This is an optimization exercise on Yosys and OpenROAD, whose aim is small area, a short achievable clock period and few clock cycles per item, not a production implementation.
At most, simulation tests tie the RTL to the original design; equivalence was not proved.
The clock port is modelled as an ideal driver, which makes a skipped or thinned clock tree look cheaper than it is; a real chip needs a root buffer or a tree.
Power figures rest on the tool's default switching activity, not on a simulated workload.

== old ==
==> flow/design.v <==
module AEC(clk, rst, ascii_in, ready, valid, result);
input clk;
input rst;
input ready;
input [7:0] ascii_in;
output valid;
output [6:0] result;
localparam [3:0] OP_NOP  = 4'b0000;     
localparam [3:0] OP_EQ   = 4'b0010;
localparam [3:0] OP_LP   = 4'b0001;     
localparam [3:0] OP_LPT  = 4'b0011;     
localparam [3:0] OP_RP   = 4'b0100;
localparam [3:0] OP_MUL  = 4'b0110;
localparam [3:0] OP_ADD  = 4'b1000;
localparam [3:0] OP_SUB  = 4'b1001;
reg       c_dig;
reg [3:0] c_v;
wire is_eq  = ~c_dig & (c_v == OP_EQ);
wire is_lp  = ~c_dig & ~c_v[3] & c_v[0];
wire is_lpt = ~c_dig & ~c_v[3] & c_v[1] & c_v[0];
wire is_rp  = ~c_dig & (c_v == OP_RP);
wire is_as  = ~c_dig & c_v[3];
wire is_sub = ~c_dig & c_v[3] & c_v[0];
wire is_open = ~c_dig & ~c_v[3] & ~c_v[2] & (c_v[0] | ~c_v[1]);   
wire a_grp = ~ascii_in[6] & ~ascii_in[4];           
wire a_num = ~ascii_in[6] &  ascii_in[4] & ~(ascii_in[3] & ascii_in[2]);
wire a_eq  = ~ascii_in[6] &  ascii_in[4] &   ascii_in[3] & ascii_in[2];
wire a_dig = ascii_in[6] | a_num;
wire [3:0] a_val = ascii_in[6] ? ascii_in[3:0] + 4'd9 : ascii_in[3:0];
reg  [3:0] a_op;
always @* begin
    case (ascii_in[2:0])
        3'b000:  a_op = is_open ? OP_LPT : OP_LP;
        3'b001:  a_op = OP_RP;
        3'b010:  a_op = OP_MUL;
        3'b011:  a_op = OP_ADD;
        default: a_op = OP_SUB;
    endcase
    if (!a_grp)
        a_op = a_eq ? OP_EQ : OP_NOP;
end
reg       out_v;
reg       clr;
always @(posedge clk) begin
    if (rst || is_eq || out_v) begin
        c_dig <= 1'b0;
        c_v   <= OP_NOP;
    end else begin
        c_dig <= a_dig;
        c_v   <= a_dig ? a_val : a_op;
    end
end
reg [6:0] S, M;
reg [6:0] mark;                  
reg [1:0] sp;                    
reg [6:0] DS0, DS1, DS2;         
reg [6:0] DK1, DK2;
reg [6:0] K;
wire [6:0] ctxK = (sp == 2'd1) ? 7'd1 : (sp == 2'd2) ? DK1 : DK2;
wire [6:0] ctxS = (sp == 2'd1) ? DS0 : (sp == 2'd2) ? DS1 : DS2;
wire [6:0] sum  = S + M;
wire [6:0] pp0 = c_v[0] ? M : 7'd0;
wire [6:0] pp1 = c_v[1] ? {M[5:0], 1'b0} : 7'd0;
wire [6:0] pp2 = c_v[2] ? {M[4:0], 2'b0} : 7'd0;
wire [6:0] pp3 = c_v[3] ? {M[3:0], 3'b0} : 7'd0;
wire [6:0] prod = (pp0 + pp1) + (pp2 + pp3);
wire push = is_lp & ~is_lpt;
wire pop  = is_rp & ~mark[0];
always @(posedge clk) begin
    if (clr) begin
        S <= 7'd0;
        M <= 7'd1;
        K <= 7'd1;
        sp <= 2'd0;
    end else begin
        if (c_dig)
            M <= prod;
        if (is_eq)
            S <= sum;
        if (is_as) begin
            S <= sum;
            M <= is_sub ? -K : K;
        end
        if (push) begin
            S <= 7'd0;
            K <= M;
            sp <= sp + 2'd1;
        end
        if (is_rp) begin
            S <= pop ? ctxS : 7'd0;
            M <= sum;
        end
        if (pop) begin
            sp <= sp - 2'd1;
            K <= ctxK;
        end
    end
end
always @(posedge clk) begin
    if (is_lp)
        mark <= {mark[5:0], is_lpt};
    else if (is_rp)
        mark <= {1'b0, mark[6:1]};
end
always @(posedge clk) begin
    if (push) begin
        if (sp == 2'd0) DS0 <= S;
        if (sp == 2'd1) begin DS1 <= S; DK1 <= K; end
        if (sp == 2'd2) begin DS2 <= S; DK2 <= K; end
    end
end
always @(posedge clk) begin
    out_v <= is_eq & ~rst;
    clr <= is_eq | rst;
end
assign valid = out_v;
assign result = S;
endmodule
clock: 10.0 ns
lec_check: 0
cap_margin: 20
core_margin: 2
core_utilization: 40
slew_margin: 20
standard.sh (not shown) runs the stock make flow with config.mk's settings and CLKGATE_MAP_FILE= SYNTH_SCRIPT=/design/flow/synth_recipe.tcl, a recipe that flattens the netlist after the stock synthesis.
==> flow/flow/run.sh <==
#!/bin/bash
# Standard ORFS layout, with:
#  - synthesis leaving adders to ABC (area script) instead of mapping them
#    onto the library's full/half-adder cells; same registers,
#  - ports buffered with buf_4 cells,
#  - a tighter setup target for repair_timing,
#  - the clock distributed by flow/cts_hook.tcl (one level of equal
#    buffers) instead of TritonCTS's two-level tree.
# Clock period and SDC are unchanged.
set -euo pipefail
bash standard.sh SETUP_SLACK_MARGIN=${MARGIN:-7.2} ADDER_MAP_FILE= ABC_AREA=1 \
  PRE_CTS_TCL=$PWD/flow/cts_hook.tcl \
  "BUFFER_PORTS_ARGS=-buffer_cell sky130_fd_sc_hd__buf_4" finish > std_flow.log 2>&1
Other scripts of this flow, unchanged in this note and not shown: flow/flow/cts_hook.tcl
Testbench counts of old, summed over its fixed seeds: cycles 45,688, items 4,000.
> inputs changed (old -> new)
diff --git a/flow/design.v b/flow/design.v
--- a/flow/design.v
+++ b/flow/design.v
@@ -49,11 +49,11 @@
         c_dig <= a_dig;
         c_v   <= a_dig ? a_val : a_op;
     end
 end
 reg [6:0] S, M;
-reg [6:0] mark;                  
+reg [5:0] mark;                  
 reg [1:0] sp;                    
 reg [6:0] DS0, DS1, DS2;         
 reg [6:0] DK1, DK2;
 reg [6:0] K;
 wire [6:0] ctxK = (sp == 2'd1) ? 7'd1 : (sp == 2'd2) ? DK1 : DK2;
@@ -96,13 +96,13 @@
         end
     end
 end
 always @(posedge clk) begin
     if (is_lp)
-        mark <= {mark[5:0], is_lpt};
+        mark <= {mark[4:0], is_lpt};
     else if (is_rp)
-        mark <= {1'b0, mark[6:1]};
+        mark <= {1'b1, mark[5:1]};
 end
 always @(posedge clk) begin
     if (push) begin
         if (sp == 2'd0) DS0 <= S;
         if (sp == 2'd1) begin DS1 <= S; DK1 <= K; end
Findings:
Delta (new minus old): design area shows an increase of 41 sq um, global-route usage over all layers higher, number of cells produced by synthesis has decreased, minimum setup slack in the final design has decreased. Between new and old, the count of cells resized by post-cts repair is higher for new. Relative to old, the power per cell area of new is higher by about 0.6%. Diff old -> new: area added between synthesis and finish level, power moved up, final critical path time including I/O delays and setup moved up. new did not stop at any stage, and its layout met the timing, DRC and antenna checks. | wire length of the first global-routing pass | lower: old |.
Only the layout flow was run in new; the RTL was not checked for function there. In every run of this note, the design's own scripts or RTL, not TritonCTS, make the clock network.

## afterwards: timing with drivers on the ports
How much do the figures lean on ideal ports? The routed layouts below were timed once more, with nothing changed but the port constraints.
Step 1, drivers: a clkbuf_16 drives clk and a buf_2 each remaining input, both assumed.
Step 2 moves the port delays by t, midway between the first and last clock arrival at a register: inputs arrive t later, outputs are due t later. That takes back most of the time a late clock gives input paths.
Three values: no drivers, after step 1, after step 2; two values: the first two.
run | t, ns | slack for setup (ns) | worst register clock-pin slew, ns
old | 0.219 | 7.244 / 7.180 / 7.094 | 0.10 / 0.10
new | 0.221 | 7.218 / 7.180 / 7.039 | 0.10 / 0.10
After both steps setup and hold are still met in every run listed. The setup slack of new, which loses most, moves by -0.038 ns with the drivers and by -0.179 ns with both steps.
